This is an optimization exercise on Yosys and OpenROAD, whose aim is small area and a short achievable clock period, not a production implementation.
Function was checked by simulation only, so behaviour that the tests miss may differ from the original.
Power figures rest on the tool's default switching activity, not on a simulated workload.

## flow/design.v (module list and top-level ports; edited modules follow where they fit)
// module Decoder: 17 lines
// module ARITHMETIC_UNIT: 1019 lines
// module lOGIC_UNIT: 32 lines
// module CMP_UNIT: 30 lines
// module SHIFT_UNIT: 32 lines
// module ALU_TOP: 21 lines
module ALU_TOP #(parameter width = 16)
(
    input wire [width-1:0] A, B,
    input wire [3:0] ALU_FUN,
    input wire CLK, RST,
    output wire [(width*2)-1:0] Arith_OUT,
    output wire [width-1:0] Logic_OUT, CMP_OUT,
    output wire [width:0] SHIFT_OUT,
    output wire Carry_OUT, Arith_Flag, Logic_Flag, CMP_Flag, SHIFT_Flag
);
  // ...
==> flow/flow/run.sh <==
#!/bin/bash
# The standard layout (the standard.sh: ORFS synthesis through finish).
# The one change: every input and output port still gets its own buffer, but a
# plain sky130_fd_sc_hd__buf_1 instead of the delay cell buffer_ports picks by itself.
set -euo pipefail
export BUFFER_PORTS_ARGS="-buffer_cell sky130_fd_sc_hd__buf_1"
bash standard.sh > standard.log 2>&1
==> flow/standard.sh <==
#!/bin/bash
# synth_recipe.tcl (not shown) runs the flow's synth.tcl, then flattens the netlist and writes it again
# the make line also repeats each setting of config.mk as NAME=value (left out here)
make -C /OpenROAD-flow-scripts/flow DESIGN_CONFIG=/design/flow/config.mk WORK_HOME=/design/flow/orfs CLKGATE_MAP_FILE= SYNTH_SCRIPT=/design/flow/synth_recipe.tcl "${@:-finish}"
==> flow/config.mk <==
export PLATFORM = sky130hd
export DESIGN_NAME = ALU_TOP
export DESIGN_NICKNAME = ALU_TOP
export VERILOG_FILES = /design/flow/design.v
export SDC_FILE = /design/flow/constraint.sdc
export NUM_CORES = 4
export LEC_CHECK = 0
export ABC_AREA = 1
export ABC_CLOCK_PERIOD_IN_PS = 90000
export CAP_MARGIN = 20
export CORE_MARGIN = 2
export CORE_UTILIZATION = 55
export PLACE_DENSITY = 0.75
export SLEW_MARGIN = 20
==> flow/constraint.sdc <==
create_clock -name core_clock -period 90.0 [get_ports {CLK}]
set_input_delay 18.0000 -clock core_clock [delete_from_list [all_inputs] [get_ports {CLK}]]
set_output_delay 18.0000 -clock core_clock [all_outputs]
set_load 0.01 [all_outputs]
==> results.toml, run 1 <==
[setup_path]
path_buf_inv = 20
cp-startpoint = "A[8]"
worst-path-stages = 175
arrival_ns = 36.81

[timing]
rsz0062_at_grt = "false"
max_clock_freq_mhz = 27.3

[placed_design]
dp_hpwl_mm = 41.3
gp_congestion = 0.977

[final_layout]
largest_cell_class = "multi-input gates"
layout_common_cells = "nand2_1 (568), inv_1 (315), xor2_1 (241), nand3_1 (136), o22ai_1 (135)"
multiInputGateArea_um2 = 12800
multi_input_gates = 1906
layout_commonest_cell = "nand2_1"
regMostFlops = "ARITHMETIC_UNIT.Arith_OUT"
layout-drive-gt1-share = 0.103
fillers = 2832

[global_route]
use_met1 = 0.442
grt_first_pass_wirelength_mm = 86.6
use_met2 = 0.581

[logic_synthesis]
synth_edf_count = 0
synth_warnings = 5
synth_top_cells_by_count = "nand2_1 (568), inv_1 (315), xor2_1 (241)"
ys_seq_area_frac = 0.107

[clocking]
cts_buffer_depth = 2
ctsResizeCount = 0
cts_buffers = 9
htreeDepth = 3

[die]
ios = 124
die_w_um = 178
core_um2 = 29700
die_h_um = 178

[status]
outcome = "no timing/DRC/antenna violations"

[detailed_routing]
drtAntennaViolNets = 0

[power]
powerClk_mw = 0.0380
power_frac_clock = 0.085

[flow_run]
cap_violations = 0
==> run 2: changes to the inputs <==
--- a/flow/config.mk
+++ b/flow/config.mk
@@ -9,6 +9,6 @@
 export ABC_CLOCK_PERIOD_IN_PS = 90000
 export CAP_MARGIN = 20
 export CORE_MARGIN = 2
-export CORE_UTILIZATION = 55
+export CORE_UTILIZATION = 40
 export PLACE_DENSITY = 0.75
 export SLEW_MARGIN = 20
==> run 2 against run 1 <==
Fmax increased by 1.2%. Routed wire length decreased by 4.6%. Sequential share of layout area down 0.092 points. Critical endpoint unchanged. Synthesized cell count is the same. Highest routed layer is now met5. Via count down 4.2%. Die area grew 37%. Cell area grew 0.91%.
==> results.toml, run 2 <==
[detailed_routing]
num_vias = 16615
avgViaCountPerCell = 5.48
drt_pre_antenna_iters = 7
drtAntennaViolNets = 0
drt-initial-drc-count = 1696
drc = 0
wl_per_cell_um = 17.5
routed_wl_mm = 53.1

[logic_synthesis]
syn_avg_cell_area_um2 = 6.70
synth_flop_cell = "dfrtp_1"
ys_seq_area_frac = 0.107
synth_cells = 2482
synth_cell_types = 60
synth_warnings = 5
yosys_register_bits = 71
synthTopCellsByArea = "fa_1 (13%), nand2_1 (13%), xor2_1 (13%)"
synth_top_cells_by_count = "nand2_1 (568), inv_1 (315), xor2_1 (241)"
netlist_area_um2 = 16600
synth_area_leader_cell = "fa_1"
synth_edf_count = 0
yosysMostFrequentCell = "nand2_1"
synth.top_cell.area_share = 0.134
async_flop_share = 1.00

[clocking]
clkSlewWorstSetupHoldPaths_ns = 0.07
cts_buffer_depth = 2
ctsResizeCount = 0
cts_root_buffer = "clkbuf_16"
cts_setup_buffers = 0
clock_sinks = 71
htreeDepth = 3
ctsHoldBuffers = 0
cts_buffers = 9
cts_tree = "yes"

[power]
powerDensity_nw_per_um2 = 21.9
p_leak_nw = 8.90
peakVddDrop_v = 0.0000358
power_mw = 0.386

[timing]
max_clock_freq_mhz = 27.6
rsz0062_at_grt = "false"
period_share = 0.402
setup_viol = 0
holdWs_ns = 17.52
final_max_slew_viol_count = 0
tns_ns = 0
hold_viol = 0
fin_crit_ns = 36.17
worst_slack_ns = 53.83
tightest_slew_ns = 1.10
slew_headroom = 0.265

[die]
die_h_um = 208
initial_core_util = 0.406
die_w_um = 208
die_area_um2 = 43200
core_um2 = 40900
core.rowCount = 74
ios = 124

[setup_path]
crit_fanout = 27
worst-path-stages = 184
path_buf_inv = 17
cp-end-kind = "register"
critical_path_class = "in -> reg"
cp-startpoint = "B[15]"
arrival_ns = 36.40
slowest_delay_ns = 0.47
cp-start-kind = "input pin"
crit_slowest_cell = "buf_4"
crit_end = "ARITHMETIC_UNIT.Arith_OUT[31]"
crit_required_ns = 90.23
path_common_cell = "nand3_2"
crit_family = "simple AND/OR/NAND/NOR gates"

[worst_hold_path]
hold_path.class = "in -> async"

[final_layout]
layout_commonest_cell = "nand2_1"
area_growth_pct = 5.94
nets = 2692
regMostFlops = "ARITHMETIC_UNIT.Arith_OUT"
fillers = 4281
layout-drive-gt1-share = 0.101
multiInputGateArea_um2 = 12800
largest_reg_flops = 32
layout_common_cells = "nand2_1 (568), inv_1 (315), xor2_1 (241), nand3_1 (136), o22ai_1 (135)"
top_regs = "ARITHMETIC_UNIT.Arith_OUT: 32 flops, SHIFT_UNIT.SHIFT_OUT: 17 flops, lOGIC_UNIT.Logic_OUT: 16 flops"
regArea_um2 = 1780

[placed_design]
dp_hpwl_mm = 40.0
io_buffers = 109
place_ws_ns = 53.68
gp_congestion = 1.01

[global_route]
grt_max_degree = 72
grt_pass1_vias = 15870
grt_first_pass_wirelength_mm = 84.6
grt.total_usage = 0.243
grt_antenna_before_repair = 4
overflow = 0

[flow_run]
cap_violations = 0

[status]
outcome = "no timing/DRC/antenna violations"
run 2: cell counts after synthesis:
No cell type changed its count.
run 2: cell type report:
class,count,share of cell area
multi-input cells,1906,0.726
flip-flops and latches,71,0.101
diodes,1,0.000142
repair buffers,144,0.0397
clock inverters,7,0.00490
well taps,532,0.0378
inverters,363,0.0783
clock buffers,9,0.0128
run 2: cell families (layout without fill, tap and decap cells):
logic type	after synthesis	in the layout	synth area share
and+or+nand+nor	1039	1039	0.301
buffers and inverters	518	523	0.127
AOI/OAI and AO/OA	430	430	0.153
xor gates and xnor gates	262	262	0.141
adders and majority gates	159	159	0.170
DFF	71	71	0.107
muxes	2	2	0.00120
other	1	15	0.000225
run 2: power breakdown:
group | total, mW | internal [mW] | switching, mW | leakage (nW)
Sequential | 0.0375 | 0.0359 | 0.00156 | 0.955
Clock | 0.0394 | 0.0221 | 0.0173 | 0.150
Combinational | 0.309 | 0.124 | 0.186 | 7.80
run 2: worst min-delay path by stage:
stage | to | slack, ns | cells after the start | from
after floorplan | ARITHMETIC_UNIT.Arith_Flag | 17.70 | 0 | RST
after global placement | ARITHMETIC_UNIT.Arith_OUT[25] | 18.27 | 1 | RST
after detailed placement | ARITHMETIC_UNIT.Arith_OUT[23] | 18.28 | 1 | RST
after CTS | ARITHMETIC_UNIT.Arith_OUT[23] | 17.89 | 1 | RST
final | ARITHMETIC_UNIT.Arith_OUT[23] | 17.52 | 1 | RST
after global routing | ARITHMETIC_UNIT.Arith_OUT[24] | 17.53 | 1 | RST
run 2: routing by layer:
layer / GRT usage / vias to the layer above / wire, µm
li1: - / 7971 / -
met1: 0.309 / 7602 / 21100
met2: 0.394 / 870 / 24100
met3: 0.0482 / 166 / 5190
met4: 0.121 / 6 / 2710
met5: 0 / - / 69
run 2: stage by stage:
step	std cells	instance area, µm²	util
after detailed placement	3015	17300	0.422
after floorplan	2495	16700	-
after CTS	3031	17600	0.430
final	3033	17600	0.431
after global routing	3033	17600	0.431
after global placement	3015	17300	0.422
==> run 3: changes to the inputs <==
--- a/flow/config.mk
+++ b/flow/config.mk
@@ -10,5 +10,5 @@
 export CAP_MARGIN = 20
 export CORE_MARGIN = 2
 export CORE_UTILIZATION = 40
-export PLACE_DENSITY = 0.75
+export PLACE_DENSITY = 0.85
 export SLEW_MARGIN = 20
==> run 3 against run 2 <==
Still clean on timing, DRC and antenna. Global-route usage shrank 0.15 points. Core utilization decreased by 0.076 points. Power fell by 0.21%. Sequential share of layout area hardly changed. Fmax grew 0.14%. Non-clock buffer count shrank 1. First-iteration DRC count grew 15%. Sequential power is essentially flat. Cell area decreased by 0.18%. Routed wire length up 0.45%. Largest power group unchanged. Highest routed layer unchanged.
==> results.toml, run 3 <==
[status]
outcome = "no timing/DRC/antenna violations"

[die]
core.rowCount = 74
ios = 124
core_um2 = 40900
die_w_um = 208
die_h_um = 208
die_area_um2 = 43200
initial_core_util = 0.406

[clocking]
cts_tree = "yes"
cts_buffers = 9
cts_buffer_depth = 2
ctsHoldBuffers = 0
clkSlewWorstSetupHoldPaths_ns = 0.07
cts_setup_buffers = 0
clock_sinks = 71
ctsResizeCount = 0
htreeDepth = 3
cts_root_buffer = "clkbuf_16"

[setup_path]
crit_slowest_cell = "nand3_1"
cp-end-kind = "register"
arrival_ns = 36.34
slowest_delay_ns = 0.55
cp-start-kind = "input pin"
crit_fanout = 26
path_common_cell = "nand3_2"
crit_required_ns = 90.22
critical_path_class = "in -> reg"

[power]
powerDensity_nw_per_um2 = 21.9
power_mw = 0.385
peakVddDrop_v = 0.0000372
p_leak_nw = 8.89

[detailed_routing]
drt-initial-drc-count = 1955
wl_per_cell_um = 17.6
num_vias = 17053
drt_pre_antenna_iters = 6
avgViaCountPerCell = 5.63
drc = 0
drtAntennaViolNets = 0
routed_wl_mm = 53.4

[logic_synthesis]
netlist_area_um2 = 16600
synth_area_leader_cell = "fa_1"
syn_avg_cell_area_um2 = 6.70
synth_top_cells_by_count = "nand2_1 (568), inv_1 (315), xor2_1 (241)"
synth_cells = 2482
synth_edf_count = 0
async_flop_share = 1.00
yosysMostFrequentCell = "nand2_1"
synth_warnings = 5
yosys_register_bits = 71
synth_flop_cell = "dfrtp_1"
ys_seq_area_frac = 0.107
synth_cell_types = 60
synthTopCellsByArea = "fa_1 (13%), nand2_1 (13%), xor2_1 (13%)"
synth.top_cell.area_share = 0.134

[final_layout]
n_antenna_cell = 0
nets = 2691
fillers = 4200
largest_reg_flops = 32
regMostFlops = "ARITHMETIC_UNIT.Arith_OUT"
post-route-util = 0.430
layout_commonest_cell = "nand2_1"
area_growth_pct = 5.76
top_regs = "ARITHMETIC_UNIT.Arith_OUT: 32 flops, SHIFT_UNIT.SHIFT_OUT: 17 flops, lOGIC_UNIT.Logic_OUT: 16 flops"
layout_common_cells = "nand2_1 (568), inv_1 (315), xor2_1 (241), nand3_1 (136), o22ai_1 (135)"
layout-drive-gt1-share = 0.100

[timing]
holdWs_ns = 17.77
slew_headroom = 0.239
max_clock_freq_mhz = 27.7
setup_viol = 0
tns_ns = 0
worst_slack_ns = 53.88
hold_viol = 0
period_share = 0.401
tightest_slew_ns = 1.14
final_max_slew_viol_count = 0
fin_crit_ns = 36.12
rsz0062_at_grt = "false"

[global_route]
grt_antenna_before_repair = 2
overflow = 0
grt_first_pass_wirelength_mm = 84.2
grt_max_degree = 72
grt_pass1_vias = 15817
grt.total_usage = 0.241

[worst_hold_path]
hold_path.class = "in -> async"

[placed_design]
place_ws_ns = 53.85
gp_congestion = 1.01
dp_hpwl_mm = 40.0
io_buffers = 109

[flow_run]
cap_violations = 0
run 3: cell counts after synthesis:
Identical to the previous run, type by type.
run 3: power breakdown:
part	leakage, nW	switching (mW)	total (mW)	internal [mW]
Combinational	7.78	0.185	0.309	0.124
Clock	0.150	0.0162	0.0383	0.0221
Sequential	0.955	0.00171	0.0376	0.0359
Total	8.89	0.203	0.385	0.182
run 3: metal layers:
metal | wire length [µm] | global-route usage | part of all wire
met1 | 20000 | 0.306 | 0.38
met2 | 24600 | 0.397 | 0.46
met3 | 6050 | 0.0418 | 0.11
met4 | 2640 | 0.118 | 0.049
met5 | 23 | 0 | 0.00043
run 3: stage by stage:
stage | instance area, µm² | std cells
2_1_floorplan | 16700 | 2495
3_3_place_gp | 17300 | 3014
3_5_place_dp | 17300 | 3014
4_1_cts | 17600 | 3030
5_1_grt | 17600 | 3031
6_report | 17600 | 3031
run 3: final timing paths:
| check | start | endpoint | slack [ns] | depth (start not counted) |
|---|---|---|---|---|
| max | A[15] | ARITHMETIC_UNIT.Arith_OUT[31] | 53.88 | 184 |
| min | RST | ARITHMETIC_UNIT.Arith_OUT[26] | 17.77 | 1 |
| max in group asynchronous | RST | CMP_UNIT.CMP_Flag | 71.58 | 1 |
| min in group core_clock | B[14] | SHIFT_UNIT.SHIFT_OUT[15] | 18.00 | 3 |
run 3: area by class of cell:
| class | instances | area (µm²) | share of cell area |
|---|---|---|---|
| flip-flops and latches | 71 | 1780 | 0.101 |
| repair buffers | 143 | 671 | 0.0381 |
| multi-input cells | 1906 | 12800 | 0.727 |
| clock inverters | 7 | 86.3 | 0.00491 |
| clock buffers | 9 | 225 | 0.0128 |
| well taps | 532 | 666 | 0.0378 |
| inverters | 363 | 1380 | 0.0785 |
run 3: worst max-delay path: cells and delay by family:
kind	cells	cell delay (ns)
XOR/XNOR	6	1.19
AND/OR/NAND/NOR	154	14.15
buffers and inverters	22	2.47
adder cells (fa/ha/maj)	1	0.36
AO/OA/AOI/OAI	1	0.06
run 3: cell families after synthesis:
group / share of synthesized area
other: 0.000225
and+or+nand+nor: 0.301
xor gates and xnor gates: 0.141
muxes: 0.00120
DFF: 0.107
buffers and inverters: 0.127
AOI/OAI and AO/OA: 0.153
adders and majority gates: 0.170
==> run 4: changes to the inputs <==
--- a/flow/config.mk
+++ b/flow/config.mk
@@ -10,5 +10,7 @@
 export CAP_MARGIN = 20
 export CORE_MARGIN = 2
 export CORE_UTILIZATION = 40
-export PLACE_DENSITY = 0.85
+export CTS_BUF_LIST = sky130_fd_sc_hd__clkbuf_8
+export CTS_CLUSTER_SIZE = 8
+export PLACE_DENSITY = 0.75
 export SLEW_MARGIN = 20
==> run 4 against run 3 <==
Fmax about the same. Setup slack worse by 0.012 ns. Critical path depth increased by 1. Worst hold slack got worse by 0.29 ns. Count of clock-buffer cells in the layout unchanged. Die area is the same. Routed wire length shrank 0.56%. First-iteration DRC count is 14% lower. Clock power decreased by 23%. Sequential power barely moved. Area after synthesis stayed put. Largest power group unchanged.
==> results.toml, run 4 <==
[status]
outcome = "no timing/DRC/antenna violations"

[clocking]
clock_sinks = 71
cts_root_buffer = "clkbuf_8"
cts_setup_buffers = 0
clkSlewWorstSetupHoldPaths_ns = 0.09
cts_buffer_depth = 2
ctsResizeCount = 0
htreeDepth = 3
cts_buffers = 9
cts_tree = "yes"
ctsHoldBuffers = 0

[placed_design]
placed_area_um2 = 17300
io_buffers = 109
place_ws_ns = 53.68
dp.cells = 3015
dp_hpwl_mm = 40.0
gp_congestion = 1.01

[final_layout]
largest_reg_flops = 32
regMostFlops = "ARITHMETIC_UNIT.Arith_OUT"
fillers = 4299
layout_common_cells = "nand2_1 (568), inv_1 (315), xor2_1 (241), nand3_1 (136), o22ai_1 (135)"
layout-drive-gt1-share = 0.101
fin_cells = 3032
area_growth_pct = 5.32
final_cell_area_um2 = 17500
post-route-util = 0.428
nets = 2692
top_regs = "ARITHMETIC_UNIT.Arith_OUT: 32 flops, SHIFT_UNIT.SHIFT_OUT: 17 flops, lOGIC_UNIT.Logic_OUT: 16 flops"
n_antenna_cell = 0
layout_commonest_cell = "nand2_1"

[setup_path]
crit_fanout = 27
slowest_delay_ns = 0.47
crit_slowest_cell = "buf_4"
arrival_ns = 36.40
critical_path_class = "in -> reg"
cp-start-kind = "input pin"
crit_required_ns = 90.27
path_common_cell = "nand3_2"
cp-end-kind = "register"

[global_route]
use_met2 = 0.396
grt.total_usage = 0.242
grt_max_degree = 72
grt_antenna_before_repair = 3
grt_pass1_vias = 15798
overflow = 0
use_met1 = 0.307
grt-busiest-layer = "met2"
met3_usage = 0.0495
grt_first_pass_wirelength_mm = 84.3

[logic_synthesis]
netlist_area_um2 = 16600
yosysMostFrequentCell = "nand2_1"
synth_warnings = 5
synth_cell_types = 60
syn_avg_cell_area_um2 = 6.70
synth_top_cells_by_count = "nand2_1 (568), inv_1 (315), xor2_1 (241)"
synth_area_leader_cell = "fa_1"
synthTopCellsByArea = "fa_1 (13%), nand2_1 (13%), xor2_1 (13%)"
async_flop_share = 1.00
yosys_register_bits = 71
synth_cells = 2482
synth.top_cell.area_share = 0.134
ys_seq_area_frac = 0.107
synth_flop_cell = "dfrtp_1"
synth_edf_count = 0

[power]
p_leak_nw = 8.86
peakVddDrop_v = 0.0000351
powerDensity_nw_per_um2 = 21.5
p_seq_frac = 0.099
internal_power_mw = 0.173
power_frac_clock = 0.078
swShare = 0.540
power_mw = 0.376
p_comb_frac = 0.823
p_sw_mw = 0.203

[die]
core.rowCount = 74
die_area_um2 = 43200
die_w_um = 208
core_um2 = 40900
initial_core_util = 0.406
die_h_um = 208
ios = 124

[detailed_routing]
drt_pre_antenna_iters = 6
drc = 0
drtAntennaViolNets = 0
wl_per_cell_um = 17.5
drt-initial-drc-count = 1672
avgViaCountPerCell = 5.47
num_vias = 16587
routed_wl_mm = 53.1

[timing]
setup_viol = 0
final_max_slew_viol_count = 0
max_clock_freq_mhz = 27.7
fin_crit_ns = 36.13
slew_headroom = 0.283
tns_ns = 0
worst_slack_ns = 53.87
tightest_slew_ns = 1.07
rsz0062_at_grt = "false"
period_share = 0.401
holdWs_ns = 17.48
hold_viol = 0

[worst_hold_path]
hold_path.class = "in -> async"

[flow_run]
cap_violations = 0
==> run 4: cell type report <==
class                           count  area [µm²]  area share
Sequential cell                    71        1780       0.101
Tap cell                          532         666      0.0380
Timing Repair Buffer              144         699      0.0399
Clock buffer                        9         124     0.00707
Clock inverter                      7        86.3     0.00493
Inverter                          363        1380      0.0788
Multi-Input combinational cell   1906       12800       0.730
==> run 4: cells by family (layout without fill, tap and decap cells) <==
| family | Yosys count | in the layout | synth area share |
|---|---|---|---|
| other | 1 | 14 | 0.000225 |
| DFF | 71 | 71 | 0.107 |
| muxes | 2 | 2 | 0.00120 |
| buffers and inverters | 518 | 523 | 0.127 |
| adders and majority gates | 159 | 159 | 0.170 |
| xor gates and xnor gates | 262 | 262 | 0.141 |
| AOI/OAI and AO/OA | 430 | 430 | 0.153 |
| and+or+nand+nor | 1039 | 1039 | 0.301 |
==> run 4: final timing paths <==
path                       startpoint                            end  slack, ns  depth (start not counted)
max in group asynchronous         RST       lOGIC_UNIT.Logic_OUT[14]      71.93                          2
setup / recovery                B[15]  ARITHMETIC_UNIT.Arith_OUT[31]      53.87                        185
min in group core_clock         B[14]       SHIFT_UNIT.SHIFT_OUT[15]      17.93                          3
hold / removal                    RST  ARITHMETIC_UNIT.Arith_OUT[24]      17.48                          1
==> run 4: metal layers <==
layer | vias up | part of all wire
li1 | 7966 | -
met1 | 7622 | 0.40
met2 | 843 | 0.46
met3 | 152 | 0.098
met4 | 4 | 0.049
met5 | - | 0.00051
==> run 4: power groups by stage <==
| stage | logic [mW] | clock network [mW] | registers (mW) |
|---|---|---|---|
| 5_1_grt | 0.356 | 0.0310 | 0.0378 |
| 2_1_floorplan | 0.223 | 0 | 0.0396 |
| 6_report | 0.309 | 0.0293 | 0.0374 |
| 3_3_place_gp | 0.303 | 0 | 0.0382 |
| 3_5_place_dp | 0.306 | 0 | 0.0381 |
| 4_1_cts | 0.310 | 0.0303 | 0.0376 |
==> run 4: critical path, delay by kind of cell <==
family / cells / cell delay, ns
buf+inv: 18 / 2.26
simple gates: 158 / 14.30
xor+xnor: 6 / 1.12
compound gates: 2 / 0.22
fa+ha+maj: 1 / 0.36
==> run 5: changes to the inputs <==
==> flow/run.sh (new file) <==
#!/bin/bash
# synth_recipe.tcl (not shown) runs the flow's synth.tcl, then flattens the netlist and writes it again
# the make line also repeats each setting of config.mk as NAME=value (left out here)
make -C /OpenROAD-flow-scripts/flow DESIGN_CONFIG=/design/flow/config.mk WORK_HOME=/design/flow/orfs CLKGATE_MAP_FILE= SYNTH_SCRIPT=/design/flow/synth_recipe.tcl finish
--- a/flow/config.mk
+++ b/flow/config.mk
@@ -10,7 +10,5 @@
 export CAP_MARGIN = 20
 export CORE_MARGIN = 2
 export CORE_UTILIZATION = 40
-export CTS_BUF_LIST = sky130_fd_sc_hd__clkbuf_8
-export CTS_CLUSTER_SIZE = 8
 export PLACE_DENSITY = 0.75
 export SLEW_MARGIN = 20
removed: flow/flow/run.sh
removed: flow/standard.sh
==> run 5 against run 4 <==
Synthesized cell count did not move. Routed wire length rose by 6.7%. Global-route usage rose by 1.5 points. Combinational power rose by 3%. Non-clock buffer count fell by 3. Flip-flop and latch count did not move. Clock power rose by 33%. Critical path depth fell by 1. Via count rose by 4.0%.
==> results.toml, run 5 <==
[setup_path]
critical_path_class = "in -> reg"
cp-start-kind = "input pin"
path_common_cell = "nand3_2"
cp-end-kind = "register"
arrival_ns = 36.86
crit_slowest_cell = "clkdlybuf4s50_1"
crit_fanout = 20
slowest_delay_ns = 1.01
cp-startpoint = "B[5]"
crit_required_ns = 90.23

[timing]
tns_ns = 0
rsz0062_at_grt = "false"
tightest_slew_ns = 1.07
slew_headroom = 0.286
setup_viol = 0
worst_slack_ns = 53.37
period_share = 0.407
max_clock_freq_mhz = 27.3
fin_crit_ns = 36.63
holdWs_ns = 17.77
final_max_slew_viol_count = 0
hold_viol = 0

[logic_synthesis]
synth_area_leader_cell = "fa_1"
yosys_register_bits = 71
synth_edf_count = 0
synth_flop_cell = "dfrtp_1"
synth_cell_types = 60
syn_avg_cell_area_um2 = 6.70
async_flop_share = 1.00
synth.top_cell.area_share = 0.134
synth_top_cells_by_count = "nand2_1 (568), inv_1 (315), xor2_1 (241)"
synth_warnings = 5
synth_cells = 2482
ys_seq_area_frac = 0.107
synthTopCellsByArea = "fa_1 (13%), nand2_1 (13%), xor2_1 (13%)"
yosysMostFrequentCell = "nand2_1"
netlist_area_um2 = 16600

[final_layout]
post-route-util = 0.446
largest_reg_flops = 32
final_cell_area_um2 = 18200
layout_commonest_cell = "nand2_1"
area_growth_pct = 9.67
layout_common_cells = "nand2_1 (568), inv_1 (315), xor2_1 (241), nand3_1 (136), o22ai_1 (135)"
n_antenna_cell = 0
regMostFlops = "ARITHMETIC_UNIT.Arith_OUT"
top_regs = "ARITHMETIC_UNIT.Arith_OUT: 32 flops, SHIFT_UNIT.SHIFT_OUT: 17 flops, lOGIC_UNIT.Logic_OUT: 16 flops"
nets = 2689
layout-drive-gt1-share = 0.0997

[placed_design]
io_buffers = 109
gp_congestion = 1.04
dp_hpwl_mm = 42.4
placed_area_um2 = 17900
place_ws_ns = 53.24

[clocking]
cts_buffers = 9
clkSlewWorstSetupHoldPaths_ns = 0.07
ctsResizeCount = 0
cts_buffer_depth = 2
cts_tree = "yes"
cts_root_buffer = "clkbuf_16"
clock_sinks = 71
cts_setup_buffers = 0
htreeDepth = 3
ctsHoldBuffers = 0

[die]
ios = 124
die_w_um = 208
core_um2 = 40900
die_h_um = 208
die_area_um2 = 43200
initial_core_util = 0.406
core.rowCount = 74

[power]
p_leak_nw = 9.14
peakVddDrop_v = 0.0000376
p_comb_frac = 0.806
powerDensity_nw_per_um2 = 21.6
p_sw_mw = 0.206
swShare = 0.523
internal_power_mw = 0.188
p_seq_frac = 0.095
power_frac_clock = 0.099

[flow_run]
cap_violations = 0

[detailed_routing]
wl_per_cell_um = 18.7
drt-initial-drc-count = 1880
num_vias = 17254
avgViaCountPerCell = 5.70
drt_pre_antenna_iters = 7
drtAntennaViolNets = 0
routed_wl_mm = 56.6
drc = 0

[global_route]
overflow = 0
grt_antenna_before_repair = 1
grt_pass1_vias = 17105
grt.total_usage = 0.258
grt_max_degree = 72
grt_first_pass_wirelength_mm = 89.7

[status]
outcome = "no timing/DRC/antenna violations"

[worst_hold_path]
hold_path.class = "in -> async"
run 5: cell counts after synthesis:
No cell type changed its count.
run 5: kinds of logic (layout without fill, tap and decap cells):
logic type,count (synthesis),in the layout,synth area share
buffers and inverters,518,520,0.127
XOR/XNOR,262,262,0.141
AND/OR/NAND/NOR,1039,1039,0.301
other,1,14,0.000225
flip-flops,71,71,0.107
adder cells (fa/ha/maj),159,159,0.170
AO/OA/AOI/OAI,430,430,0.153
multiplexers,2,2,0.00120
run 5: worst max-delay path, delay by kind of cell:
family	cells	cell delay, ns
compound gates	1	0.05
simple gates	152	13.41
fa+ha+maj	1	0.22
buf+inv	21	3.30
xor+xnor	9	1.82
run 5: area by class of cell:
cell class,instances,area [µm²]
Tap cell,532,666
Timing Repair Buffer,141,1320
Clock buffer,9,225
Clock inverter,7,86.3
Sequential cell,71,1780
Multi-Input combinational cell,1906,12800
Inverter,363,1380
Fill cell,4176,22700
run 5: final timing paths:
check                                                 to  slack [ns]  depth (start not counted)
max                        ARITHMETIC_UNIT.Arith_OUT[31]       53.37                        184
min in group core_clock         SHIFT_UNIT.SHIFT_OUT[16]       18.30                          4
min                        ARITHMETIC_UNIT.Arith_OUT[25]       17.77                          1
max in group asynchronous           CMP_UNIT.cmp_bits[1]       71.59                          1
run 5: per-layer routing:
| layer | up-vias | share of wire | GRT usage |
|---|---|---|---|
| met3 | 256 | 0.10 | 0.0427 |
| met1 | 8019 | 0.37 | 0.308 |
| met5 | - | 0.00026 | 0 |
| met2 | 1011 | 0.47 | 0.435 |
| li1 | 7966 | - | - |
| met4 | 2 | 0.059 | 0.153 |
run 5: metrics by stage:
stage | power (mW) | std cells
finish | 0.393 | 3029
global route | 0.439 | 3029
CTS | 0.394 | 3029
detailed placement | 0.350 | 3013
global placement | 0.342 | 3013
floorplan | 0.263 | 2495
run 5: power by group through the flow:
stage	clock, mW	combinational, mW	sequential, mW
5_1_grt	0.0416	0.359	0.0378
3_5_place_dp	0	0.312	0.0381
2_1_floorplan	0	0.223	0.0396
4_1_cts	0.0401	0.316	0.0376
6_report	0.0389	0.317	0.0374
3_3_place_gp	0	0.304	0.0381
==> run 6: changes to the inputs <==
==> flow/flow/run.sh (new file) <==
#!/bin/bash
# The standard layout (standard.sh) with two changes:
#  1. every input and output port still gets its own buffer, but a plain
#     sky130_fd_sc_hd__buf_1 instead of the delay cell buffer_ports picks by itself;
#  2. after the standard synthesis, fa_bubble.py moves inverters through full-adder
#     cells (FA(~a,~b,~c) = ~FA(a,b,c)) to drop inverters between them. It touches
#     only inverters and the inputs of full adders; the registers are unchanged.
set -euo pipefail
export BUFFER_PORTS_ARGS="-buffer_cell sky130_fd_sc_hd__buf_1"
R="$PWD/orfs/results/$FLOW_PLATFORM/ALU_TOP/base"
bash standard.sh "$R/1_2_yosys.v" > synth.log 2>&1
cp "$R/1_2_yosys.v" yosys_standard.v
if python3 flow/fa_bubble.py yosys_standard.v yosys_bubbled.v > bubble.log 2>&1; then
  cp yosys_bubbled.v "$R/1_2_yosys.v"
fi
bash standard.sh > standard.log 2>&1
==> flow/flow/fa_bubble.py (new file) <==
#!/usr/bin/env python3
"""Push inverters through full-adder cells in a flat gate-level netlist.

A full adder is self-dual: FA(~a, ~b, ~c) = (~SUM, ~COUT).  For each
sky130_fd_sc_hd__fa_* cell we may "flip" it: feed it the complements of its
inputs and take complemented outputs.  Flips are chosen greedily to lower the
number of inverters the netlist needs; the logic function is unchanged.

usage: fa_bubble.py IN.v OUT.v   (prints inverter counts before and after)
"""
import re
import sys
from collections import defaultdict

src = open(sys.argv[1]).read()

# ------------------------------------------------------------------ parse
mod_m = re.search(r"\bmodule\s+(\w+)", src)
endm = src.rindex("endmodule")
cell_re = re.compile(r"^\s*(sky130_fd_sc_hd__\w+)\s+(\S+)\s*\((.*?)\);\s*$", re.S | re.M)
pin_re = re.compile(r"\.(\w+)\(\s*(.*?)\s*\)\s*(?:,|$)", re.S)

OUTPINS = {"X", "Y", "SUM", "COUT", "Q", "Q_N", "HI", "LO"}

cells = []  # dicts: type, name, pins(list of (pin, net)), span
for m in cell_re.finditer(src):
    typ, name, body = m.group(1), m.group(2), m.group(3)
    pins = [(p, n.strip()) for p, n in pin_re.findall(body)]
    cells.append({"type": typ, "name": name, "pins": pins, "span": m.span()})

assigns = re.findall(r"^\s*assign\s+(.*?)\s*=\s*(.*?)\s*;\s*$", src, re.M)

driver = {}
loads = defaultdict(list)  # net -> list of (cell index, pin)
for ci, c in enumerate(cells):
    for p, n in c["pins"]:
        if p in OUTPINS:
            driver[n] = (ci, p)
        else:
            loads[n].append((ci, p))
# assign lhs = rhs : rhs is consumed by something we do not touch
fixed_loads = defaultdict(int)
for lhs, rhs in assigns:
    fixed_loads[rhs.strip()] += 1


def is_inv(c):
    return re.match(r"sky130_fd_sc_hd__(clk)?inv_\d+$", c["type"]) is not None


def is_fa(c):
    return re.match(r"sky130_fd_sc_hd__fa_\d+$", c["type"]) is not None


def pin(c, name):
    for p, n in c["pins"]:
        if p == name:
            return n
    return None


# base signal and polarity of every net: follow inverter chains back
def base_of(net, depth=0):
    d = driver.get(net)
    if d is not None and is_inv(cells[d[0]]) and depth < 50:
        b, pol = base_of(pin(cells[d[0]], "A"), depth + 1)
        return b, pol ^ 1
    return net, 0


# only rewrite inverters that drive nothing but cell pins (not ports)
port_nets = set()
hdr = src[: src.index(";", mod_m.end())]
for m in re.finditer(r"^\s*(input|output|inout)\s+(\[[^\]]*\]\s*)?(\w+)", src, re.M):
    port_nets.add(m.group(3))


def netname_root(n):
    return re.sub(r"\s*\[.*$", "", n)


inv_removable = set()
for ci, c in enumerate(cells):
    if is_inv(c):
        y = pin(c, "Y")
        if netname_root(y) not in port_nets and fixed_loads.get(y, 0) == 0:
            inv_removable.add(ci)

# consumers: every input pin of a kept cell, wanting (base, pol)
def drives_fixed(c):
    for p in ("SUM", "COUT"):
        n = pin(c, p)
        if fixed_loads.get(n, 0) or netname_root(n) in port_nets:
            return True
    return False


fa_ids = [ci for ci, c in enumerate(cells) if is_fa(c) and not drives_fixed(c)]
fa_set = set(fa_ids)
flip = {ci: 0 for ci in fa_ids}
# fa output base signals
fa_out = {}  # net -> ci
for ci in fa_ids:
    for p in ("SUM", "COUT"):
        fa_out[pin(cells[ci], p)] = ci

consumers = defaultdict(list)  # base -> list of (ci, pin, pol)
for ci, c in enumerate(cells):
    if ci in inv_removable:
        continue
    for p, n in c["pins"]:
        if p in OUTPINS:
            continue
        b, pol = base_of(n)
        consumers[b].append((ci, p, pol))
# nets with fixed loads (ports, assigns) and kept inverters' sources want their own net
extra_want = defaultdict(set)  # base -> set of pol needed regardless
for ci, c in enumerate(cells):
    if is_inv(c) and ci not in inv_removable:
        pass  # counted above as consumer of its input
for n in list(fixed_loads) + [n for n in driver if netname_root(n) in port_nets]:
    b, pol = base_of(n)
    extra_want[b].add(pol)


def phys(b):
    """polarity the physical net of base signal b carries"""
    ci = fa_out.get(b)
    return flip[ci] if ci is not None else 0


def need_inv(b):
    pb = phys(b)
    for ci, p, pol in consumers[b]:
        w = pol ^ (flip[ci] if ci in fa_set else 0)
        if w != pb:
            return 1
    for pol in extra_want.get(b, ()):
        if pol != pb:
            return 1
    return 0


def fa_bases(ci):
    c = cells[ci]
    bs = set()
    for p in ("A", "B", "CIN"):
        bs.add(base_of(pin(c, p))[0])
    for p in ("SUM", "COUT"):
        bs.add(pin(c, p))
    return bs


def local_cost(ci):
    return sum(need_inv(b) for b in fa_bases(ci))


before = sum(need_inv(b) for b in consumers)
# simulated annealing over the flips, deterministic seed
import random
import math
rng = random.Random(1)
touch = {ci: fa_bases(ci) for ci in fa_ids}
cur = before
best = before
best_flip = dict(flip)
T0 = 2.0
steps = 200 * max(1, len(fa_ids))
for step in range(steps):
    T = T0 * (1 - step / steps) + 0.01
    ci = rng.choice(fa_ids) if fa_ids else None
    if ci is None:
        break
    c0 = sum(need_inv(b) for b in touch[ci])
    flip[ci] ^= 1
    c1 = sum(need_inv(b) for b in touch[ci])
    d = c1 - c0
    if d <= 0 or rng.random() < math.exp(-d / T):
        cur += d
        if cur < best:
            best = cur
            best_flip = dict(flip)
    else:
        flip[ci] ^= 1
flip.update(best_flip)
after = sum(need_inv(b) for b in consumers)
n_inv_old = sum(1 for ci, c in enumerate(cells) if is_inv(c))
print("inverters: %d in netlist, model %d -> %d, flipped %d of %d full adders" % (
    n_inv_old, before, after, sum(flip.values()), len(fa_ids)))

# ------------------------------------------------------------------ rewrite
# complement net of base b (physical complement)
comp_net = {}
new_cells = []
new_wires = []
k = [0]


def complement(b):
    if b in comp_net:
        return comp_net[b]
    k[0] += 1
    n = "_fab_n%d_" % k[0]
    new_wires.append(n)
    new_cells.append("  sky130_fd_sc_hd__inv_1 _fab_i%d_ (\n    .A(%s%s),\n    .Y(%s)\n  );\n" % (k[0], b, " " if b.startswith("\\") else "", n))
    comp_net[b] = n
    return n


def net_for(b, want):
    return b if want == phys(b) else complement(b)


# extra wants keep their original nets: if a kept net must carry a polarity different
# from its physical one we still need that net driven: handle by driving it from an inverter.
out_parts = []
pos = 0
for ci, c in enumerate(cells):
    s, e = c["span"]
    out_parts.append(src[pos:s])
    pos = e
    if ci in inv_removable:
        continue
    pins = []
    for p, n in c["pins"]:
        if p in OUTPINS:
            pins.append((p, n))
        else:
            b, pol = base_of(n)
            w = pol ^ (flip[ci] if ci in fa_set else 0)
            pins.append((p, net_for(b, w)))
    body = ",\n".join("    .%s(%s%s)" % (pn[0], pn[1], " " if pn[1].startswith("\\") else "") for pn in pins)
    out_parts.append("  %s %s (\n%s\n  );" % (c["type"], c["name"], body))
out_parts.append(src[pos:])
text = "".join(out_parts)

# nets with fixed loads (ports / assigns) whose physical polarity changed: a flipped FA
# driving such a net directly now carries the complement.  Rename: give the FA a new
# output net and drive the old net through an inverter.
fixes = []
for b, pols in extra_want.items():
    pass
for ci in fa_ids:
    if not flip[ci]:
        continue
    for p in ("SUM", "COUT"):
        n = pin(cells[ci], p)
        if extra_want.get(n) or fixed_loads.get(n, 0) or netname_root(n) in port_nets:
            raise SystemExit("flipped FA drives a port net; not handled")

decl = "".join("  wire %s;\n" % w for w in new_wires)
idx = text.index(";", re.search(r"\bmodule\s+\w+", text).end()) + 1
text = text[:idx] + "\n" + decl + text[idx:]
idx = text.rindex("endmodule")
text = text[:idx] + "".join(new_cells) + text[idx:]
open(sys.argv[2], "w").write(text)
print("wrote %s: %d inverters now" % (sys.argv[2], len(re.findall(r"sky130_fd_sc_hd__(?:clk)?inv_\d+ ", text))))
==> flow/standard.sh (new file) <==
#!/bin/bash
# synth_recipe.tcl (not shown) runs the flow's synth.tcl, then flattens the netlist and writes it again
# the make line also repeats each setting of config.mk as NAME=value (left out here)
make -C /OpenROAD-flow-scripts/flow DESIGN_CONFIG=/design/flow/config.mk WORK_HOME=/design/flow/orfs CLKGATE_MAP_FILE= SYNTH_SCRIPT=/design/flow/synth_recipe.tcl "${@:-finish}"
removed: flow/run.sh
==> run 6 against run 5 <==
Still clean on timing, DRC and antenna. Flip-flop and latch count is the same. Clock power down about 10%. Fmax fell by 2.0%. Cell count shrank 1.4%. Cell area decreased by 4.5%. Global-route usage increased by 0.31 points. Critical endpoint is now ARITHMETIC_UNIT.Arith_OUT[5].
==> results.toml, run 6 <==
[timing]
slew_headroom = 0.273
period_share = 0.415
fin_crit_ns = 37.38
hold_viol = 0
final_max_slew_viol_count = 0
setup_viol = 0
tightest_slew_ns = 1.09
max_clock_freq_mhz = 26.7
holdWs_ns = 17.85
rsz0062_at_grt = "false"
tns_ns = 0

[clocking]
cts_setup_buffers = 0
cts_tree = "yes"
clkSlewWorstSetupHoldPaths_ns = 0.07
htreeDepth = 3
ctsResizeCount = 0
cts_buffer_depth = 2
cts_buffers = 9
clock_sinks = 71
ctsHoldBuffers = 0
cts_root_buffer = "clkbuf_16"

[detailed_routing]
num_vias = 17055
drc = 0
drtAntennaViolNets = 0
drt-initial-drc-count = 2101
avgViaCountPerCell = 5.71
routed_wl_mm = 55.9
drt_pre_antenna_iters = 7
wl_per_cell_um = 18.7

[final_layout]
final_cell_area_um2 = 17400
largest_reg_flops = 32
regArea_um2 = 1780
top_regs = "ARITHMETIC_UNIT.Arith_OUT: 32 flops, SHIFT_UNIT.SHIFT_OUT: 17 flops, lOGIC_UNIT.Logic_OUT: 16 flops"
layout_common_cells = "nand2_1 (568), inv_1 (308), xor2_1 (241), nand3_1 (136), o22ai_1 (135)"
layout_commonest_cell = "nand2_1"
area_growth_pct = 6.16
nets = 2645
layout-drive-gt1-share = 0.0905
regMostFlops = "ARITHMETIC_UNIT.Arith_OUT"
fillers = 4150
multiInputGateArea_um2 = 12800

[setup_path]
crit_required_ns = 90.18
crit_end = "ARITHMETIC_UNIT.Arith_OUT[5]"
cp-end-kind = "register"
crit_slowest_cell = "a221oi_1"
crit_fanout = 27
worst-path-stages = 183
cp-start-kind = "input pin"
critical_path_class = "in -> reg"
path_buf_inv = 22
crit_family = "simple AND/OR/NAND/NOR gates"
path_common_cell = "nand2_1"
arrival_ns = 37.56
slowest_delay_ns = 0.55
cp-startpoint = "B[15]"

[global_route]
overflow = 0
grt_first_pass_wirelength_mm = 88.0
grt_max_degree = 72
grt.total_usage = 0.261
grt_antenna_before_repair = 3
grt_pass1_vias = 16599

[die]
die_w_um = 207
ios = 124
die_area_um2 = 42700
core.rowCount = 74
core_um2 = 40600
die_h_um = 207
initial_core_util = 0.404

[placed_design]
io_buffers = 109
placed_area_um2 = 17100
dp_hpwl_mm = 41.6
gp_congestion = 0.967

[power]
swShare = 0.546
p_leak_nw = 8.74
p_seq_frac = 0.089
peakVddDrop_v = 0.0000481
p_comb_frac = 0.827
p_sw_mw = 0.227
power_frac_clock = 0.084
power_mw = 0.416
powerDensity_nw_per_um2 = 23.9
internal_power_mw = 0.189

[logic_synthesis]
syn_avg_cell_area_um2 = 6.76
netlist_area_um2 = 16400
synth_warnings = 5
synth_cells = 2427

[worst_hold_path]
hold_path.class = "in -> async"

[status]
outcome = "no timing/DRC/antenna violations"

[flow_run]
cap_violations = 0
[run 6: worst min-delay path by stage]
stage	start	end	slack, ns	depth (start not counted)
floorplan	RST	ARITHMETIC_UNIT.Arith_Flag	17.70	0
global route	RST	ARITHMETIC_UNIT.Arith_OUT[22]	17.93	1
global placement	RST	ARITHMETIC_UNIT.Arith_OUT[24]	18.21	1
detailed placement	RST	ARITHMETIC_UNIT.Arith_OUT[24]	18.24	1
CTS	RST	ARITHMETIC_UNIT.Arith_OUT[22]	17.88	1
finish	RST	ARITHMETIC_UNIT.Arith_OUT[22]	17.85	1
[run 6: routing by layer]
metal	up-vias	GRT usage	wire length, µm
met4	2	0.114	2510
met3	205	0.0402	5570
met5	-	0	13
li1	7872	-	-
met1	8007	0.331	21500
met2	969	0.438	26400
[run 6: through the flow]
stage / cells / worst slack, ns / util
finish: 2987 / 52.62 / 0.429
global route: 2985 / 50.39 / 0.428
CTS: 2985 / 52.89 / 0.428
detailed placement: 2969 / 52.57 / 0.421
global placement: 2969 / 53.27 / 0.421
floorplan: 2440 / 55.92 / -
[run 6: final cells by class]
type,count,share of cell area
Tap cell,532,0.0382
Clock inverter,7,0.00381
Clock buffer,9,0.0129
Timing Repair Buffer,152,0.0425
Multi-Input combinational cell,1906,0.734
Sequential cell,71,0.102
Inverter,308,0.0664
Antenna cell,2,0.000287
[run 6: power by group through the flow]
stage / logic, mW / registers [mW] / clock network (mW)
2_1_floorplan: 0.224 / 0.0396 / 0
5_1_grt: 0.383 / 0.0375 / 0.0365
6_report: 0.344 / 0.0372 / 0.0350
3_3_place_gp: 0.337 / 0.0377 / 0
4_1_cts: 0.346 / 0.0373 / 0.0355
3_5_place_dp: 0.344 / 0.0378 / 0

## re-timing with driven ports
No port has a modelled driver above. Below, the same layouts with a new extraction and two added sets of constraints. Step 1, drivers: a clkbuf_16 drives CLK and a buf_2 each remaining input, both assumed. Step 2 moves the port delays by t, midway between the first and last clock arrival at a register: inputs arrive t later, outputs are due t later. That takes back most of the time a late clock gives input paths. Three values: ideal ports, drivers, drivers and shift; two values: the first two.
run	t (ns)	setup slack, ns	cell pins on the clock port's net
run 1	0.378	53.387 / 53.407 / 53.029	1
run 2	0.412	53.831 / 53.854 / 53.442	1
run 3	0.394	53.880 / 53.897 / 53.503	1
run 4	0.433	53.868 / 53.884 / 53.451	1
run 5	0.406	53.368 / 53.356 / 52.950	1
run 6	0.386	52.616 / 52.630 / 52.244	1
After both steps setup and hold are still met in every run listed. The setup slack of run 5, which loses most, moves by -0.012 ns with the drivers and by -0.418 ns with both steps.
